Background: an optimization exercise with open tools, aiming at small area. Do not read the settings as production practice.
The RTL was checked by simulation tests, not by an equivalence proof against the original design.
Power and IR drop assume default switching activity.

==> build 1 <==
Design pov, start of the top module:
module pov
	(MemOE, MemWR, RamCS, FlashCS, QuadSpiFlashCS,
	ClkPort,
	BtnL, BtnU, BtnD, BtnR,
	BtnC,
	Sw7, Sw6, Sw5, Sw4, Sw3, Sw2, Sw1, Sw0,
	Ld2, Ld1, Ld0,
	JA1,
	JA2,
	JA3,
	JA4
	);
Settings: LEC_CHECK=0, CAP_MARGIN=20, CORE_MARGIN=2, CORE_UTILIZATION=70, PLACE_DENSITY=0.8, SLEW_MARGIN=20; clock period 10.0 ns.
standard.sh (not shown) runs the stock make flow with config.mk's settings and CLKGATE_MAP_FILE= SYNTH_SCRIPT=/design/flow/synth_recipe.tcl, a recipe that flattens the netlist after the stock synthesis.
==> flow/flow/run.sh <==
#!/bin/bash
# The standard layout (standard.sh) with these changes:
#  - synthesis: synth_recipe.tcl unchanged, except that ABC maps the logic with
#    an area-oriented script (flow/abc_area.script) and adders are left to ABC
#    instead of being mapped to half/full-adder cells;
#  - CTS: clkbuf_8 clock buffers and no dummy loads;
#  - ports are buffered with buf_1.
# make's output goes to standard.log; each ORFS step writes its own log
# under orfs/logs.
set -euo pipefail
work=$(pwd)
script="$work/flow/abc_area.script"
{
  cat <<EOT
proc abc {args} {
  set i [lsearch -exact \$args -script]
  if {\$i >= 0} { lset args [expr {\$i + 1}] {$script} }
  yosys abc {*}\$args
}
EOT
  cat "$work/synth_recipe.tcl"
} > "$work/area_synth.tcl"
sed "s|SYNTH_SCRIPT=[^ ]*|SYNTH_SCRIPT=$work/area_synth.tcl|" "$work/standard.sh" > "$work/area_standard.sh"
grep -q "SYNTH_SCRIPT=$work/area_synth.tcl" "$work/area_standard.sh"
export ADDER_MAP_FILE=
export CTS_ARGS="-sink_clustering_enable -repair_clock_nets -dont_use_dummy_load -buf_list sky130_fd_sc_hd__clkbuf_8 -sink_clustering_size 20 -sink_clustering_max_diameter 100"
export BUFFER_PORTS_ARGS="-buffer_cell sky130_fd_sc_hd__buf_1"
bash "$work/area_standard.sh" > "$work/standard.log" 2>&1
==> flow/flow/abc_area.script <==
strash
balance
rewrite
refactor
balance
rewrite
rewrite -z
balance
refactor -z
rewrite -z
balance
dch -f
amap
strash
balance
rewrite
refactor
balance
rewrite
rewrite -z
balance
refactor -z
rewrite -z
balance
dch -f
amap
strash
balance
rewrite
refactor
balance
rewrite
rewrite -z
balance
refactor -z
rewrite -z
balance
dch -f
amap
topo
==> build 43 (differences from build 1) <==
--- a/flow/design.v
+++ b/flow/design.v
@@ -198,18 +198,21 @@
 							state <= WAIT;
 					end
 				end
 				DIGIT_PAD:
 					if (pix_evt && pc == 3'd1)
 						state <= DIGIT;
 			endcase
 		end
-	always @(posedge clk)
-		case (state)
+	always @(posedge clk, posedge rst)
+		if (rst) begin
+			pc <= 3'd0;
+			dc <= 3'd0;
+		end else case (state)
 			WAIT:
 				if (!JA3) begin
 					pc <= 3'd0;
 					dc <= 3'd0;
 				end
 			RIGHT_PAD:
 				if (pix_evt)
 					{dc[1:0], pc} <= {dc[1:0], pc} + 5'd1;
@@ -255,18 +258,22 @@
 							phase <= F_TAIL;
 					end
 				F_TAIL:   phase <= F_UNLOAD;
 				F_UNLOAD: phase <= F_DONE;
 				F_DONE:   phase <= (w == 4'd9) ? F_IDLE : F_TRIG;
 			endcase
 	wire [7:0] led_lit = (state == DIGIT) ?
 		{glyph[0], glyph[1], glyph[2], glyph[3], glyph[4], glyph[5], glyph[6], 1'b0} : 8'd0;
-	always @(posedge clk)
-		case (phase)
+	always @(posedge clk, posedge rst)
+		if (rst) begin
+			w <= 4'd0;
+			k <= 5'd0;
+			lit <= 1'b0;
+		end else case (phase)
 			F_START: w <= 4'd0;
 			F_UNLOAD: lit <= led_lit[w[2:0]];
 			F_DONE: w <= w + 4'd1;
 			F_LOAD: k <= 5'd31;
 			F_XFER:
 				if (div3 == 2'd2 && bus_clk)
 					k <= k - 5'd1;
 			default: ;
==> flow/flow/run.sh (replaced) <==
#!/bin/bash
# The standard layout (standard.sh) with these changes:
#  - synthesis: synth_recipe.tcl unchanged, except that ABC maps the logic with
#    an area-oriented script (flow/abc_area.script, built around &deepsyn) and
#    adders are left to ABC instead of being mapped to half/full-adder cells.
#    The synthesis is run with three &deepsyn seeds in parallel, each in its
#    own ORFS work folder, and the netlist with the smallest cell area is
#    laid out;
#  - CTS: clkbuf_8 clock buffers and no dummy loads;
#  - ports are buffered with buf_1.
# Logs: synth_s<seed>.log and standard.log hold make's output; each ORFS
# step writes its own log under orfs/logs (orfs_s<seed>/logs for the seeds
# not chosen).
set -euo pipefail
work=$(pwd)
export ADDER_MAP_FILE=
export CTS_ARGS="-sink_clustering_enable -repair_clock_nets -dont_use_dummy_load -buf_list sky130_fd_sc_hd__clkbuf_8 -sink_clustering_size 20 -sink_clustering_max_diameter 100"
export BUFFER_PORTS_ARGS="-buffer_cell sky130_fd_sc_hd__buf_1"

seeds="7 11 20"
for seed in $seeds; do
  sed "s/-S 7/-S $seed/" "$work/flow/abc_area.script" > "$work/abc_area_s$seed.script"
  {
    cat <<EOT
proc abc {args} {
  set i [lsearch -exact \$args -script]
  if {\$i >= 0} { lset args [expr {\$i + 1}] {$work/abc_area_s$seed.script} }
  yosys abc {*}\$args
}
EOT
    cat "$work/synth_recipe.tcl"
  } > "$work/area_synth_s$seed.tcl"
  sed -e "s|SYNTH_SCRIPT=[^ ]*|SYNTH_SCRIPT=$work/area_synth_s$seed.tcl|" \
      -e "s|WORK_HOME=[^ ]*|WORK_HOME=$work/orfs_s$seed|" \
      "$work/standard.sh" > "$work/standard_s$seed.sh"
  grep -q "WORK_HOME=$work/orfs_s$seed " "$work/standard_s$seed.sh"
  (bash "$work/standard_s$seed.sh" synth > "$work/synth_s$seed.log" 2>&1) &
done
wait

best=""
best_area=""
for seed in $seeds; do
  stat="$work/orfs_s$seed/reports/sky130hd/pov/base/synth_stat.txt"
  [[ -f "$stat" ]] || continue
  area=$(awk '/Chip area for module/ {print $NF}' "$stat" | tail -1)
  echo "seed $seed: synthesis area $area" >> "$work/synth_choice.log"
  if [[ -z "$best" ]] || awk -v a="$area" -v b="$best_area" 'BEGIN {exit !(a < b)}'; then
    best=$seed
    best_area=$area
  fi
done
[[ -n "$best" ]]
echo "chosen: seed $best" >> "$work/synth_choice.log"
rm -rf "$work/orfs"
mv "$work/orfs_s$best" "$work/orfs"
sed "s|SYNTH_SCRIPT=[^ ]*|SYNTH_SCRIPT=$work/area_synth_s$best.tcl|" "$work/standard.sh" > "$work/area_standard.sh"
bash "$work/area_standard.sh" > "$work/standard.log" 2>&1
==> flow/flow/abc_area.script (replaced) <==
strash
balance
rewrite
refactor
balance
rewrite
rewrite -z
balance
refactor -z
rewrite -z
balance
&get -n
&deepsyn -T 90 -S 7
&put
dch -f
amap
strash
balance
rewrite
refactor
balance
rewrite
rewrite -z
balance
refactor -z
rewrite -z
balance
dch -f
amap
topo
==> build 75 (differences from build 1) <==
--- a/flow/design.v
+++ b/flow/design.v
@@ -29,56 +29,58 @@
 		else
 			r <= (r == 5'd19) ? 5'd0 : r + 5'd1;
 	reg [2:0] sec5;
 	wire pix_evt;                                      
 	reg [3:0] so, mo, ho;
 	reg [2:0] st, mt;
 	reg [1:0] ht;
 	reg       pending;    
-	wire      blank = sec5[2] & sec5[0];   
+	reg       blank;      
 	wire s1 = (so == 4'd9);
 	wire s2 = s1 && (st == 3'd5);
 	wire m1 = s2 && (mo == 4'd9);
 	wire m2 = m1 && (mt == 3'd5);
 	wire hwrap = (ht == 2'd2) && (ho == 4'd4);
 	wire [3:0] n_so = s1 ? 4'd0 : so + 4'd1;
 	wire [2:0] n_st = s2 ? 3'd0 : (s1 ? st + 3'd1 : st);
 	wire [3:0] n_mo = m1 ? 4'd0 : (s2 ? mo + 4'd1 : mo);
 	wire [2:0] n_mt = m2 ? 3'd0 : (m1 ? mt + 3'd1 : mt);
 	wire [3:0] n_ho = m2 ? ((hwrap || ho == 4'd9) ? 4'd0 : ho + 4'd1) : ho;
 	wire [1:0] n_ht = m2 ? (hwrap ? 2'd0 : (ho == 4'd9 ? ht + 2'd1 : ht)) : ht;
-	assign pix_evt = (r == 5'd16) && sec5[2] && (so == 4'd9);   
+	assign pix_evt = (r == 5'd16) && (sec5 == 3'd4) && (so == 4'd9);
 	wire [2:0] q = r[2:0];    
 	wire done_s = s2 || (q > st);
 	wire done_m = m2 || (q > mt) || (!s2 && mo == 4'd0 && q == mt);
 	wire done_h = (m2 && hwrap) || (q > {1'b0, ht}) || (!m2 && ho == 4'd0 && q == {1'b0, ht});
 	wire latch = pending && !r[4] && (q != 3'd0) && done_s && done_m && done_h;
 	always @(posedge clk, posedge rst)
 		if (rst) begin
 			so <= 4'd0; st <= 3'd4;
 			mo <= 4'd4; mt <= 3'd3;
 			ho <= 4'd4; ht <= 2'd0;
 			pending <= 1'b0;
-			sec5 <= 3'd5;
+			blank <= 1'b1;
+			sec5 <= 3'd0;
 		end else begin
 			if (sec_tick)
 				pending <= 1'b1;
 			if (latch) begin
 				pending <= 1'b0;
+				blank <= 1'b0;
 				so <= n_so; st <= n_st;
 				mo <= n_mo; mt <= n_mt;
 				ho <= n_ho; ht <= n_ht;
-				if (s1 || blank)
-					sec5 <= sec5[2] ? 3'd0 : sec5 + 3'd1;
+				if (s1)
+					sec5 <= (sec5 == 3'd4) ? 3'd0 : sec5 + 3'd1;
 			end
 		end
 	localparam WAIT = 2'd0, RIGHT_PAD = 2'd1, DIGIT = 2'd2, DIGIT_PAD = 2'd3;
 	reg [1:0] state;
-	reg [2:0] pc;
+	reg [4:0] pc;
 	reg [2:0] dc;
 	reg       write_data;
 	assign {Ld2, Ld1, Ld0} = {1'b0, state};
 	reg [3:0] digit;
 	always @* begin
 		case (dc)
 			3'd0: digit = so;
 			3'd1: digit = {1'b0, st};
@@ -183,52 +185,52 @@
 				WAIT: begin
 					write_data <= 1'b0;
 					if (!JA3) begin
 						state <= RIGHT_PAD;
 						write_data <= 1'b1;
 					end
 				end
 				RIGHT_PAD:
-					if (pix_evt && {dc[1:0], pc} == 5'd31)
+					if (pix_evt && pc == 5'd31)
 						state <= DIGIT;
 				DIGIT: begin
-					if (pix_evt && pc == 3'd5) begin
+					if (pix_evt && pc == 5'd5) begin
 						if (dc == 3'd1 || dc == 3'd3)
 							state <= DIGIT_PAD;
 						else if (dc == 3'd5)
 							state <= WAIT;
 					end
 				end
 				DIGIT_PAD:
-					if (pix_evt && pc == 3'd1)
+					if (pix_evt && pc == 5'd1)
 						state <= DIGIT;
 			endcase
 		end
 	always @(posedge clk)
 		case (state)
 			WAIT:
 				if (!JA3) begin
-					pc <= 3'd0;
+					pc <= 5'd0;
 					dc <= 3'd0;
 				end
 			RIGHT_PAD:
 				if (pix_evt)
-					{dc[1:0], pc} <= {dc[1:0], pc} + 5'd1;
+					pc <= pc + 5'd1;
 			DIGIT:
 				if (pix_evt) begin
-					if (pc == 3'd5) begin
-						pc <= 3'd0;
+					if (pc == 5'd5) begin
+						pc <= 5'd0;
 						dc <= dc + 3'd1;
 					end else
-						pc <= pc + 3'd1;
+						pc <= pc + 5'd1;
 				end
 			DIGIT_PAD:
 				if (pix_evt)
-					pc <= (pc == 3'd1) ? 3'd0 : pc + 3'd1;
+					pc <= (pc == 5'd1) ? 5'd0 : pc + 5'd1;
 		endcase
 	localparam F_IDLE = 3'd0, F_START = 3'd1, F_TRIG = 3'd2, F_LOAD = 3'd3,
 	           F_XFER = 3'd4, F_TAIL = 3'd5, F_UNLOAD = 3'd6, F_DONE = 3'd7;
 	reg [2:0] phase;
 	reg [1:0] div3;
 	reg       bus_clk;
 	reg [3:0] w;         
 	reg [4:0] k;         
==> flow/flow/run.sh (replaced) <==
#!/bin/bash
set -euo pipefail
export ADDER_MAP_FILE=
export CTS_ARGS="-sink_clustering_enable -repair_clock_nets -dont_use_dummy_load -buf_list sky130_fd_sc_hd__clkbuf_4 -sink_clustering_size 20 -sink_clustering_max_diameter 100"
export BUFFER_PORTS_ARGS="-buffer_cell sky130_fd_sc_hd__buf_1"
bash standard.sh > standard.log 2>&1
Settings changed: CORE_UTILIZATION 70 to 40, PLACE_DENSITY 0.8 to not set.
removed: flow/flow/abc_area.script
==> summary.txt <==
| item | build 75 | build 43 | build 1 |
|---|---|---|---|
| Result of the run | finished clean | finished clean | finished clean |
| Maximum number of pins on one net before global-route repair | 40 | 55 | 39 |
| Gr usage total | 17.0% | 28.6% | 31.5% |
| Vias in the first global route | 3123 | 2443 | 2932 |
| Met1 routed wirelength after detailed routing | 4280 microns | 3060 microns | 3260 microns |
| Filler Cell Count | 1004 | 309 | 334 |
| Number of enable flip-flop cells after synthesis | 18 | 0 | 16 |
| Clk network pwr share | 15.1% | 31.0% | 14.6% |
| Ratio of cells with drive above 1 in the final layout | 9.60% | 4.03% | 3.89% |
| Detail Route met2 WL | 4000 microns | 2790 microns | 3500 microns |
| Vertical die dimension | 105 microns | 69.8 microns | 72.5 microns |
| Violation count after the first detailed-routing iteration | 328 | 232 | 391 |
| Fraction of area in registers | 36.9% | 43.3% | 42.1% |
| Maximum operating frequency | 263 MHz | 213 MHz | 254 MHz |
| Total cell area at the placement stage | 4070 sq um | 3080 sq um | 3360 sq um |
| Clock Skews | 0.0363 ns | 0.00812 ns | 0.0249 ns |
| Power per cell area | 181 nW/um^2 | 111 nW/um^2 | 217 nW/um^2 |

## afterwards: timing with drivers on the ports
No port has a modelled driver above. Below, the same layouts with a new extraction and two added sets of constraints.
Step 1, drivers: a clkbuf_16 drives ClkPort and a buf_2 each remaining input, both assumed.
Step 2 times the ports against the registers' clock, not the clock port: input delays grow and output delays shrink by t, the midpoint of the rising clock arrivals with the driver on.
a / b / c = ideal ports / drivers / drivers and shift; a / b = the first two.
run | t, ns | slack for setup (ns) | worst setup path after step 2 | worst slew at a driven data input, ns
build 1 | 0.321 | 6.058 / 6.058 / 6.058 | register to register | 0.03
build 43 | 0.325 | 5.308 / 5.308 / 5.308 | register to register | 0.03
build 75 | 0.411 | 6.193 / 6.161 / 6.573 | register to output | 0.03
After both steps setup and hold are still met in every run listed.
